Context: an optimization exercise on an open-source flow, tuned for small area and a short achievable clock period. The choices shown serve that exercise and are no tape-out recipe. At most, simulation tests tie the RTL to the original design; equivalence was not proved. Power and IR drop assume default switching activity.

==> job 6003: inputs <==
==> flow/design.v (excerpt) <==
module proc ( 
   halt, imem_addr, dmem_addr, dmem_wdata, dmem_rd, dmem_wr,
   clk, rst, imem_data, dmem_rdata
   );
clock: 11.0 ns
lec_check: 0
cap_margin: 60
core_margin: 2
core_utilization: 60
cts_buf_list: sky130_fd_sc_hd__clkbuf_8
slew_margin: 60
standard.sh (not shown) runs the stock make flow with config.mk's settings and CLKGATE_MAP_FILE= SYNTH_SCRIPT=/design/flow/synth_recipe.tcl, a recipe that flattens the netlist after the stock synthesis.
==> flow/flow/run.sh <==
#!/bin/bash
# The standard layout (the standard.sh: standard synthesis, floorplan,
# placement, CTS, routing) with two changes to how the layout is made:
#  - timing repair aims for a larger setup slack at the design's clock period
#    (the SDC and its clock are unchanged);
#  - every input and output port still gets a buffer, but a plain buf_2
#    instead of the delay cell buffer_ports picks by default.
set -euo pipefail
export SETUP_SLACK_MARGIN=7.5
export BUFFER_PORTS_ARGS="-buffer_cell sky130_fd_sc_hd__buf_2"
bash standard.sh > standard_flow.log 2>&1
==> inputs of job 4550, as changes to job 6003 <==
--- a/flow/design.v
+++ b/flow/design.v
@@ -180,13 +180,14 @@
    wire fF0r = ~pcimm_u0 & ~jump_u0 & ~ex_pcimm & ~ex_jump;
    wire fF0  = fF0r & imem_halt;
    wire [15:0] ifpc_in0 = (c_jump | c_pcimm | isH0) ? if_pc2 : pcp2;
    wire        sel_m1   = ex_pcsrc | (fA_d0 & pcsrc_u0);
    wire [15:0] pc_nb0x  = isH0 ? if_pc2 : (sel_m1 ? ifpc_in0 : pcp2);
-   wire [15:0] pc_nb0   = (imem_halt & fF0r & ~isH0 & sel_m1) ? pc : pc_nb0x;
    wire [15:0] pc_br    = isH1 ? if_pc2 : target;
-   wire [15:0] pc_d     = ex_jump ? sum[15:0] : (ex_pcimm ? target : (muxsel ? pc_br : pc_nb0));
+   wire [15:0] pc_oth   = ex_jump ? sum[15:0] : (ex_pcimm ? target : (muxsel ? pc_br : pc_nb0x));
+   wire        pc_hold  = fF0r & ~isH0 & sel_m1 & ~muxsel;
+   wire [15:0] pc_d     = (imem_halt & pc_hold) ? pc : pc_oth;
    wire        redirect = ex_jump | ex_pcimm | muxsel;
    wire [15:0] if_pc2_d = ex_jump ? pc :
                           ((c_jump | c_pcimm) ? if_pc2 :
                            (muxsel ? (isH1 ? if_pc2 : pcp2) : (isH0 ? if_pc2 : pcp2)));
    wire [15:0] if_in0   = isH0 ? I : ((imem_halt & fF0r) ? NOP : imem_data);
--- a/flow/flow/run.sh
+++ b/flow/flow/run.sh
@@ -4,8 +4,8 @@
 #  - timing repair aims for a larger setup slack at the design's clock period
 #    (the SDC and its clock are unchanged);
 #  - every input and output port still gets a buffer, but a plain buf_2
 #    instead of the delay cell buffer_ports picks by default.
 set -euo pipefail
-export SETUP_SLACK_MARGIN=7.5
+export SETUP_SLACK_MARGIN=7.65
 export BUFFER_PORTS_ARGS="-buffer_cell sky130_fd_sc_hd__buf_2"
 bash standard.sh > standard_flow.log 2>&1
==> results.txt <==
Global-route usage: job 6003 is higher than job 4550 (0.62 points).
Against job 6003, the total power of job 4550 is larger by about 1.5%.
Of job 4550 and job 6003, job 4550 has the higher wire length (gap 0.48%, measured against job 6003).
Of job 4550 and job 6003, job 4550 has the higher cell area (gap 4.1%, measured against job 6003).
Of job 6003 and job 4550, job 4550 has the higher die area (gap 0.79%, measured against job 4550).
==> figures <==
|  | job 6003 | job 4550 |
|---|---|---|
| Status | no timing/DRC/antenna violations | no timing/DRC/antenna violations |
| Clock-pin slew on the worst setup and hold paths | 0.06 ns | 0.07 ns |
| First-pass GRT wire length | 96200 um | 95490 um |
| Worst r2r dst | pc[14] | mem_alu[0] |
| Insertion delay of the later-clocked pin in the worst-skew pair | 0.68 ns | 0.65 ns |
| Synthesized instance count | 1968 | 1930 |
| Multi-input combinational cell area | 0.009883 mm^2 | 0.01020 mm^2 |
| Cell count after placement | 2365 | 2384 |
| Power spent charging and discharging nets | 0.001579 W | 0.001622 W |
| Worst R2R Setup Slack | 7.60 ns | 7.49 ns |
| Die span in y | 183.9 um | 184.7 um |
| Clock network share of area | 5.981% | 5.691% |

---

==> inputs of v8 <==
proc, a different RTL version from the one above (not shown whole).
==> flow/design.v (excerpt) <==
module proc ( 
   halt, imem_addr, dmem_addr, dmem_wdata, dmem_rd, dmem_wr,
   clk, rst, imem_data, dmem_rdata
   );
make LEC_CHECK=0 CAP_MARGIN=20 CORE_MARGIN=2 CORE_UTILIZATION=60 SETUP_SLACK_MARGIN=5 SLEW_MARGIN=20 finish   # period 11.0 ns
run.sh (not shown) runs the stock make flow with config.mk's settings and CLKGATE_MAP_FILE= SYNTH_SCRIPT=/design/flow/synth_recipe.tcl, a recipe that flattens the netlist after the stock synthesis.
Stock flow here: none of the scripts above is used.
==> inputs of v18, as changes to v8 <==
--- a/flow/design.v
+++ b/flow/design.v
@@ -101,18 +101,19 @@
    wire [15:0] addA = a ^ {16{k_inva}};
    wire [15:0] addB = b ^ {16{k_invb}};
    wire        cin  = k_cin;
    wire [16:0] sum  = {1'b0, addA} + {1'b0, addB} + {16'b0, cin};
    wire        lt   = (a[15] == b[15]) ? sum[15] : (a[15] & ~b[15]);
    wire [3:0]  cnt   = b[3:0];
    wire [1:0]  shty  = k_sht;
    wire        right = shty[1];
-   wire [3:0]  amt   = right ? (4'd0 - cnt) : cnt;
-   wire [31:0] dbl   = {a, a} << amt;
+   wire [15:0] a_pre = right ? {a[14:0], a[15]} : a;
+   wire [3:0]  amt   = cnt ^ {4{right}};
+   wire [31:0] dbl   = {a_pre, a_pre} << amt;
    wire [15:0] rot   = dbl[31:16];
    wire [15:0] ones  = 16'hffff;
    wire [15:0] mskl  = ones << cnt;
    wire [15:0] mskr  = ones >> cnt;
    wire [15:0] shres = rot & (shty == 2'b01 ? mskl : (shty == 2'b11 ? mskr : ones));
    wire [15:0] btr;
    genvar gi;
    generate for (gi = 0; gi < 16; gi = gi + 1) begin : g_btr
@@ -125,22 +126,22 @@
         ({16{k_sh}}   & shres) |
         ({16{k_btr}}  & btr) |
         ({16{k_lbi}}  & b) |
         ({16{k_slbi}} & {a[7:0], b[7:0]}) |
         {15'b0, (k_seq & (a == b)) | (k_lt & lt) | (k_sco & sum[16])};
    wire a_zero = (aM & (mem_alu == 16'b0)) | (aW & (wb_data == 16'b0)) | (aR & (ex_rd1 == 16'b0));
    wire muxsel = (k_bnez & ~a_zero) | (k_beqz & a_zero) | (k_bltz & a[15]) | (k_bgez & ~a[15]);
    wire [15:0] target = ex_pc2 + ex_imm;
+   wire [15:0] jr_target = a + ex_imm;
    wire hz_jal = wb_jal & (iop == 5'b10000) & (I[7:5] == 3'b111);
    wire hz_wb0 = (iop != 5'b00001) & wb_fwd & ((wb_dst == I[10:8]) | (wb_dst == I[7:5]));
    wire ld_stall = ex_m2r & ((ex_dst == I[7:5]) | (ex_dst == I[10:8]));
    wire isH0     = hz_jal | hz_wb0 | ld_stall;      
    wire isH1     = hz_jal | ld_stall;               
-   wire isHazard = muxsel ? isH1 : isH0;
    wire flush    = muxsel | isH0;
    wire bubble_chk = flush | (iop == 5'b00001);
    wire ex_kill    = mem_bt & bubble_chk;
    wire is_st      = (iop == 5'b10000) | (iop == 5'b10011);
    wire fA_d  = (iop != 5'b11000) & ~ex_kill & ex_fwd & (ex_dst == I[10:8]);
    wire fA_d0 = (iop != 5'b11000) & ~(mem_bt & (isH0 | (iop == 5'b00001))) & ex_fwd & (ex_dst == I[10:8]);
    wire fB_d  = (I[15:14] == 2'b11) & (iop != 5'b11000) & (iop != 5'b11001) & ~ex_kill & ex_fwd & (ex_dst == I[7:5]);
    wire sF_d  = is_st & (ex_dst == I[7:5]) & ~ex_nsf;
@@ -171,30 +172,34 @@
       endcase
    end
    wire raw = (I[10:8] == wb_dst) & (I[10:8] != 3'b000) & ~wb_nraw;
    wire [15:0] rd1_d = raw ? wb_pc2 : rf_a;
    wire [15:0] pcp2 = pc + 16'd2;
    wire pcimm_u0 = ~isH0 & c_pcimm;
    wire jump_u0  = ~isH0 & c_jump;
    wire pcsrc_u0 = ~isH0 & c_pcsrc;
-   wire fF0 = ~pcimm_u0 & ~jump_u0 & ~ex_pcimm & ~ex_jump & (imem_data[15:11] == 5'b00000);
+   wire imem_halt = imem_data[15:11] == 5'b00000;
+   wire fF0r = ~pcimm_u0 & ~jump_u0 & ~ex_pcimm & ~ex_jump;
+   wire fF0  = fF0r & imem_halt;
    wire [15:0] ifpc_in0 = (c_jump | c_pcimm | isH0) ? if_pc2 : pcp2;
-   wire [15:0] pc_nb0   = isH0 ? if_pc2 : ((ex_pcsrc | (fA_d0 & pcsrc_u0)) ? (fF0 ? pc : ifpc_in0) : pcp2);
+   wire        sel_m1   = ex_pcsrc | (fA_d0 & pcsrc_u0);
+   wire [15:0] pc_nb0x  = isH0 ? if_pc2 : (sel_m1 ? ifpc_in0 : pcp2);
+   wire [15:0] pc_nb0   = (imem_halt & fF0r & ~isH0 & sel_m1) ? pc : pc_nb0x;
    wire [15:0] pc_br    = isH1 ? if_pc2 : target;
-   wire [15:0] pc_d     = ex_jump ? sum[15:0] : (ex_pcimm ? target : (muxsel ? pc_br : pc_nb0));
+   wire [15:0] pc_d     = ex_jump ? jr_target : (ex_pcimm ? target : (muxsel ? pc_br : pc_nb0));
    wire        redirect = ex_jump | ex_pcimm | muxsel;
    wire [15:0] if_pc2_d = ex_jump ? pc :
                           ((c_jump | c_pcimm) ? if_pc2 :
                            (muxsel ? (isH1 ? if_pc2 : pcp2) : (isH0 ? if_pc2 : pcp2)));
-   wire [15:0] if_in0   = (fF0 & ~isH0) ? NOP : (isH0 ? I : imem_data);
+   wire [15:0] if_in0   = isH0 ? I : ((imem_halt & fF0r) ? NOP : imem_data);
    wire        if_kill0 = (ex_pcimm | ex_jump) | ((pcimm_u0 | jump_u0) & (I[10:0] != 11'b0)) |
                           (ex_pcimm != pcimm_u0);
    wire [15:0] if_ins_d = (muxsel | if_kill0) ? NOP : if_in0;
-   wire        if_halt_d = ~muxsel & ~isH0 & fF0;
+   wire        if_halt_d = ~muxsel & ~isH0 & fF0r & imem_halt;
    wire        rf_we = wb_fwd | wb_jal;
    wire [15:0] rf_wd = wb_link ? wb_pc2 : wb_data;
    always @(posedge clk) begin
       if (rst) begin
          pc <= 16'b0; if_ins <= 16'b0; if_halt <= 1'b0;
          ex_dst <= 3'b0;
          k_inva <= 1'b0; k_invb <= 1'b0; k_cin <= 1'b0; k_sum <= 1'b0; k_andn <= 1'b0; k_xor <= 1'b0;
          k_sh <= 1'b0; k_btr <= 1'b0; k_seq <= 1'b0; k_lt <= 1'b0; k_sco <= 1'b0; k_lbi <= 1'b0; k_slbi <= 1'b0;
==> flow/flow/run.sh (new file) <==
#!/bin/bash
# The standard layout (the standard.sh: standard synthesis, floorplan,
# placement, CTS, routing) with two changes to how the layout is made:
#  - timing repair aims for a larger setup slack at the design's clock period
#    (the SDC and its clock are unchanged);
#  - every input and output port still gets a buffer, but a plain buf_2
#    instead of the delay cell buffer_ports picks by default.
set -euo pipefail
export SETUP_SLACK_MARGIN=7.8
export BUFFER_PORTS_ARGS="-buffer_cell sky130_fd_sc_hd__buf_2"
bash standard.sh > standard_flow.log 2>&1
==> flow/standard.sh (new file) <==
#!/bin/bash
# synth_recipe.tcl (not shown) runs the flow's synth.tcl, then flattens the netlist and writes it again
# the make line also repeats each setting of config.mk as NAME=value (left out here)
make -C /OpenROAD-flow-scripts/flow DESIGN_CONFIG=/design/flow/config.mk WORK_HOME=/design/flow/orfs CLKGATE_MAP_FILE= SYNTH_SCRIPT=/design/flow/synth_recipe.tcl "${@:-finish}"
Settings changed: CAP_MARGIN 20 to 60, CTS_BUF_LIST from default to sky130_fd_sc_hd__clkbuf_8, SETUP_SLACK_MARGIN 5 to default, SLEW_MARGIN 20 to 60.
removed: flow/run.sh
==> inputs of v2, as changes to v8 <==
--- a/flow/design.v
+++ b/flow/design.v
@@ -122,31 +122,28 @@
         ({16{k_sum}}  & sum[15:0]) |
         ({16{k_andn}} & (a & ~b)) |
         ({16{k_xor}}  & (a ^ b)) |
         ({16{k_sh}}   & shres) |
         ({16{k_btr}}  & btr) |
         ({16{k_lbi}}  & b) |
         ({16{k_slbi}} & {a[7:0], b[7:0]}) |
         {15'b0, (k_seq & (a == b)) | (k_lt & lt) | (k_sco & sum[16])};
-   wire a_zero = (aM & (mem_alu == 16'b0)) | (aW & (wb_data == 16'b0)) | (aR & (ex_rd1 == 16'b0));
+   wire a_zero = (a == 16'b0);
    wire muxsel = (k_bnez & ~a_zero) | (k_beqz & a_zero) | (k_bltz & a[15]) | (k_bgez & ~a[15]);
    wire [15:0] target = ex_pc2 + ex_imm;
    wire hz_jal = wb_jal & (iop == 5'b10000) & (I[7:5] == 3'b111);
-   wire hz_wb0 = (iop != 5'b00001) & wb_fwd & ((wb_dst == I[10:8]) | (wb_dst == I[7:5]));
+   wire hz_wb  = (iop != 5'b00001) & ~muxsel & wb_fwd & ((wb_dst == I[10:8]) | (wb_dst == I[7:5]));
    wire ld_stall = ex_m2r & ((ex_dst == I[7:5]) | (ex_dst == I[10:8]));
-   wire isH0     = hz_jal | hz_wb0 | ld_stall;      
-   wire isH1     = hz_jal | ld_stall;               
-   wire isHazard = muxsel ? isH1 : isH0;
-   wire flush    = muxsel | isH0;
-   wire bubble_chk = flush | (iop == 5'b00001);
+   wire isHazard = hz_jal | hz_wb | ld_stall;
+   wire flush    = muxsel | isHazard;
+   wire bubble_chk = muxsel | isHazard | (iop == 5'b00001);
    wire ex_kill    = mem_bt & bubble_chk;
    wire is_st      = (iop == 5'b10000) | (iop == 5'b10011);
    wire fA_d  = (iop != 5'b11000) & ~ex_kill & ex_fwd & (ex_dst == I[10:8]);
-   wire fA_d0 = (iop != 5'b11000) & ~(mem_bt & (isH0 | (iop == 5'b00001))) & ex_fwd & (ex_dst == I[10:8]);
    wire fB_d  = (I[15:14] == 2'b11) & (iop != 5'b11000) & (iop != 5'b11001) & ~ex_kill & ex_fwd & (ex_dst == I[7:5]);
    wire sF_d  = is_st & (ex_dst == I[7:5]) & ~ex_nsf;
    wire fAm_d = (iop != 5'b11000) & mem_fwd & (mem_dst == I[10:8]);
    wire fBm_d = (I[15:14] == 2'b11) & (iop != 5'b11000) & mem_fwd & (mem_dst == I[7:5]);
    wire sFm_d = is_st & (mem_dst == I[7:5]) & ~mem_nstu;
    wire src2_d = ~flush & c_src2;
    wire fBs_d  = fB_d & src2_d;
    wire dM_d = sF_d;
@@ -168,33 +165,33 @@
       case (I[7:5])
         3'd0: rf_b = r0; 3'd1: rf_b = r1; 3'd2: rf_b = r2; 3'd3: rf_b = r3;
         3'd4: rf_b = r4; 3'd5: rf_b = r5; 3'd6: rf_b = r6; default: rf_b = r7;
       endcase
    end
    wire raw = (I[10:8] == wb_dst) & (I[10:8] != 3'b000) & ~wb_nraw;
    wire [15:0] rd1_d = raw ? wb_pc2 : rf_a;
    wire [15:0] pcp2 = pc + 16'd2;
-   wire pcimm_u0 = ~isH0 & c_pcimm;
-   wire jump_u0  = ~isH0 & c_jump;
-   wire pcsrc_u0 = ~isH0 & c_pcsrc;
-   wire fF0 = ~pcimm_u0 & ~jump_u0 & ~ex_pcimm & ~ex_jump & (imem_data[15:11] == 5'b00000);
-   wire [15:0] ifpc_in0 = (c_jump | c_pcimm | isH0) ? if_pc2 : pcp2;
-   wire [15:0] pc_nb0   = isH0 ? if_pc2 : ((ex_pcsrc | (fA_d0 & pcsrc_u0)) ? (fF0 ? pc : ifpc_in0) : pcp2);
-   wire [15:0] pc_br    = isH1 ? if_pc2 : target;
-   wire [15:0] pc_d     = ex_jump ? sum[15:0] : (ex_pcimm ? target : (muxsel ? pc_br : pc_nb0));
+   wire pcimm_u = ~isHazard & c_pcimm;
+   wire jump_u  = ~isHazard & c_jump;
+   wire pcsrc_u = ~isHazard & c_pcsrc;
+   wire fF = ~pcimm_u & ~jump_u & ~ex_pcimm & ~ex_jump & ~muxsel & (imem_data[15:11] == 5'b00000);
+   wire [15:0] ifpc_in  = (c_jump | c_pcimm | isHazard) ? if_pc2 : pcp2;
+   wire [15:0] jmp_out  = ex_jump ? sum[15:0] : target;
    wire        redirect = ex_jump | ex_pcimm | muxsel;
-   wire [15:0] if_pc2_d = ex_jump ? pc :
-                          ((c_jump | c_pcimm) ? if_pc2 :
-                           (muxsel ? (isH1 ? if_pc2 : pcp2) : (isH0 ? if_pc2 : pcp2)));
-   wire [15:0] if_in0   = (fF0 & ~isH0) ? NOP : (isH0 ? I : imem_data);
-   wire        if_kill0 = (ex_pcimm | ex_jump) | ((pcimm_u0 | jump_u0) & (I[10:0] != 11'b0)) |
-                          (ex_pcimm != pcimm_u0);
-   wire [15:0] if_ins_d = (muxsel | if_kill0) ? NOP : if_in0;
-   wire        if_halt_d = ~muxsel & ~isH0 & fF0;
+   wire [15:0] pc_bh    = redirect ? jmp_out : ifpc_in;
+   wire [15:0] pc_sel   = fF ? pc : pc_bh;
+   wire [15:0] pc_m1    = (ex_pcsrc | (fA_d & pcsrc_u)) ? pc_sel : pcp2;
+   wire [15:0] pc_d     = (isHazard & ~(ex_jump | ex_pcimm)) ? if_pc2 : pc_m1;
+   wire [15:0] if_pc2_d = ex_jump ? pc : ifpc_in;
+   wire [15:0] if_in0   = (fF & ~isHazard) ? NOP : (isHazard ? I : imem_data);
+   wire        if_kill  = (ex_pcimm | ex_jump) | ((pcimm_u | jump_u) & (I[10:0] != 11'b0)) | muxsel |
+                          (ex_pcimm != pcimm_u);
+   wire [15:0] if_ins_d = if_kill ? NOP : if_in0;
+   wire        if_halt_d = ~isHazard & fF;
    wire        rf_we = wb_fwd | wb_jal;
    wire [15:0] rf_wd = wb_link ? wb_pc2 : wb_data;
    always @(posedge clk) begin
       if (rst) begin
          pc <= 16'b0; if_ins <= 16'b0; if_halt <= 1'b0;
          ex_dst <= 3'b0;
          k_inva <= 1'b0; k_invb <= 1'b0; k_cin <= 1'b0; k_sum <= 1'b0; k_andn <= 1'b0; k_xor <= 1'b0;
          k_sh <= 1'b0; k_btr <= 1'b0; k_seq <= 1'b0; k_lt <= 1'b0; k_sco <= 1'b0; k_lbi <= 1'b0; k_slbi <= 1'b0;
@@ -230,26 +227,26 @@
          k_bnez   <= ~flush & d_br & (iop[1:0] == 2'b00);
          k_beqz   <= ~flush & d_br & (iop[1:0] == 2'b01);
          k_bltz   <= ~flush & d_br & (iop[1:0] == 2'b10);
          k_bgez   <= ~flush & d_br & (iop[1:0] == 2'b11);
          ex_nsf   <= flush | (iop == 5'b10000) | (iop == 5'b10001) | (iop == 5'b00001);
          ex_jal   <= ~flush & (iop == 5'b00110);
          ex_nstu  <= flush | (iop == 5'b10000) | (iop == 5'b00001);
          ex_nraw  <= ~flush & (d_br | (iop == 5'b10000) | (iop == 5'b00101) | (iop == 5'b00100));
-         ex_dst   <= flush ? ((muxsel & ~isH1 & c_rdst == 2'b11) ? 3'b111 : 3'b000) : dst_u;
+         ex_dst   <= flush ? ((~isHazard & c_rdst == 2'b11) ? 3'b111 : 3'b000) : dst_u;
          ex_fwd   <= ~flush & c_we & (iop != 5'b00110);
          ex_m2r   <= ~flush & (iop == 5'b10001);
          ex_pcsrc <= ~flush & c_pcsrc;
          ex_rd    <= ~flush & (iop == 5'b10001);
          ex_wr    <= ~flush & is_st;
          ex_pcimm <= ~flush & c_pcimm;
          ex_jump  <= ~flush & c_jump;
          ex_halt  <= ~redirect & if_halt;
-         ex_link  <= (muxsel ? ~isH1 : ~isH0) & (c_rdst == 2'b11);
+         ex_link  <= ~isHazard & (c_rdst == 2'b11);
          aM <= aM_d; aW <= aW_d; aR <= aR_d;
          bM <= bM_d; bW <= bW_d; bR <= bR_d; bI <= bI_d;
          dM <= dM_d; dW <= dW_d; dR <= dR_d;
          mem_dst  <= ex_dst;
          mem_fwd  <= ex_fwd;
          mem_jal  <= ex_jal;
          mem_nstu <= ex_nstu;
          mem_nraw <= ex_nraw;
Settings changed: CORE_UTILIZATION 60 to 40, SETUP_SLACK_MARGIN 5 to default.
==> inputs of v5, as changes to v8 <==
--- a/flow/design.v
+++ b/flow/design.v
@@ -101,18 +101,19 @@
    wire [15:0] addA = a ^ {16{k_inva}};
    wire [15:0] addB = b ^ {16{k_invb}};
    wire        cin  = k_cin;
    wire [16:0] sum  = {1'b0, addA} + {1'b0, addB} + {16'b0, cin};
    wire        lt   = (a[15] == b[15]) ? sum[15] : (a[15] & ~b[15]);
    wire [3:0]  cnt   = b[3:0];
    wire [1:0]  shty  = k_sht;
    wire        right = shty[1];
-   wire [3:0]  amt   = right ? (4'd0 - cnt) : cnt;
-   wire [31:0] dbl   = {a, a} << amt;
+   wire [15:0] a_pre = right ? {a[14:0], a[15]} : a;
+   wire [3:0]  amt   = cnt ^ {4{right}};
+   wire [31:0] dbl   = {a_pre, a_pre} << amt;
    wire [15:0] rot   = dbl[31:16];
    wire [15:0] ones  = 16'hffff;
    wire [15:0] mskl  = ones << cnt;
    wire [15:0] mskr  = ones >> cnt;
    wire [15:0] shres = rot & (shty == 2'b01 ? mskl : (shty == 2'b11 ? mskr : ones));
    wire [15:0] btr;
    genvar gi;
    generate for (gi = 0; gi < 16; gi = gi + 1) begin : g_btr
@@ -130,17 +131,16 @@
    wire a_zero = (aM & (mem_alu == 16'b0)) | (aW & (wb_data == 16'b0)) | (aR & (ex_rd1 == 16'b0));
    wire muxsel = (k_bnez & ~a_zero) | (k_beqz & a_zero) | (k_bltz & a[15]) | (k_bgez & ~a[15]);
    wire [15:0] target = ex_pc2 + ex_imm;
    wire hz_jal = wb_jal & (iop == 5'b10000) & (I[7:5] == 3'b111);
    wire hz_wb0 = (iop != 5'b00001) & wb_fwd & ((wb_dst == I[10:8]) | (wb_dst == I[7:5]));
    wire ld_stall = ex_m2r & ((ex_dst == I[7:5]) | (ex_dst == I[10:8]));
    wire isH0     = hz_jal | hz_wb0 | ld_stall;      
    wire isH1     = hz_jal | ld_stall;               
-   wire isHazard = muxsel ? isH1 : isH0;
    wire flush    = muxsel | isH0;
    wire bubble_chk = flush | (iop == 5'b00001);
    wire ex_kill    = mem_bt & bubble_chk;
    wire is_st      = (iop == 5'b10000) | (iop == 5'b10011);
    wire fA_d  = (iop != 5'b11000) & ~ex_kill & ex_fwd & (ex_dst == I[10:8]);
    wire fA_d0 = (iop != 5'b11000) & ~(mem_bt & (isH0 | (iop == 5'b00001))) & ex_fwd & (ex_dst == I[10:8]);
    wire fB_d  = (I[15:14] == 2'b11) & (iop != 5'b11000) & (iop != 5'b11001) & ~ex_kill & ex_fwd & (ex_dst == I[7:5]);
    wire sF_d  = is_st & (ex_dst == I[7:5]) & ~ex_nsf;
Settings changed: CAP_MARGIN 20 to 60, SLEW_MARGIN 20 to 60.
==> notes <==
The lowest register-to-register slack belongs to v2, the highest to v18. Utilization: v2 < v8 < v5 < v18. The highest worst setup slack belongs to v18, the lowest to v2. Against v2, the design area of v8 is smaller by 1.8%. Of v18 and v8, v18 has the higher die area (gap about 5.6%, measured against v8). Via count: v8 < v2 < v5 < v18. Against v2, the power of v8 is lower by 0.38%.
==> figures <==
quantity                                                       v5              v2              v8             v18
Die footprint                                         33900 sq um     49500 sq um     33400 sq um     35300 sq um
Unrepaired setup endpoints after global routing                no              no              no             yes
Run status                                         finished clean  finished clean  finished clean  finished clean
First DRT Iteration DRCs                                     2511            1907            2393            2170
Total number of vias                                        16500           16100           15900           18100
Via count of the first global-routing pass                  15700           15300           15100           16800
Hold slack final                                           328 ps          326 ps          318 ps          302 ps
Post-detailed-placement half-perimeter wirelength   44400 microns   48700 microns   43900 microns   47100 microns
Required time at the worst-slack endpoint                11470 ps        11430 ps        11430 ps        11530 ps
Pre-CTS worst setup slack                                 5760 ps         5920 ps         6220 ps         6610 ps
Adder-Cell Fraction of Synth Area                           3.33%           3.65%           3.64%           4.22%
Nature of the critical path startpoint                 input port            flop            flop      input port
Area taken by multi-input logic gates                  9710 sq um      9470 sq um      9340 sq um     11000 sq um
Worst Path Max Fanout                                          18              26              17               7
Number of instances in the synthesized netlist               1935            1955            1891            2077
The RTL of v18, v2 and v5 was laid out without a check of its function.

static timing again, ports no longer ideal:
Ports are ideal in the flow. The routed layouts listed here were re-timed in OpenROAD. Step 1 (the two cells are an assumption about what drives the block):
set clk [get_ports {clk}]
set_driving_cell -lib_cell sky130_fd_sc_hd__clkbuf_16 $clk
set_driving_cell -lib_cell sky130_fd_sc_hd__buf_2 [delete_from_list [all_inputs] $clk]
Step 2 adds t to the input delays and takes it off the output delays; t is the mean of the earliest and latest rising clock arrival at the registers after step 1. Input paths then give back, and output paths get back, about the clock's delay inside the block. Slacks: ideal / step 1 / step 2; pairs: ideal / step 1.
run	t, ns	setup WS [ns]	worst hold slack (ns)	clock arrival spread, ns
job 6003	0.710	7.514 / 7.466 / 6.828	0.331 / 0.331 / 0.331	0.028 / 0.028
job 4550	0.687	7.494 / 7.480 / 7.090	0.326 / 0.326 / 0.326	0.037 / 0.038
v8	0.591	6.550 / 6.516 / 6.203	0.318 / 0.318 / 0.318	0.050 / 0.051
v18	0.716	7.501 / 7.511 / 6.796	0.302 / 0.302 / 0.302	0.037 / 0.037
v2	0.629	5.782 / 5.782 / 5.782	0.326 / 0.326 / 0.326	0.023 / 0.023
v5	0.616	6.332 / 6.363 / 5.747	0.328 / 0.328 / 0.328	0.025 / 0.026
After both steps setup and hold are still met in every run listed. For v18, which loses most, drivers alone change the setup slack by +0.010 ns; drivers and shift together by -0.705 ns.
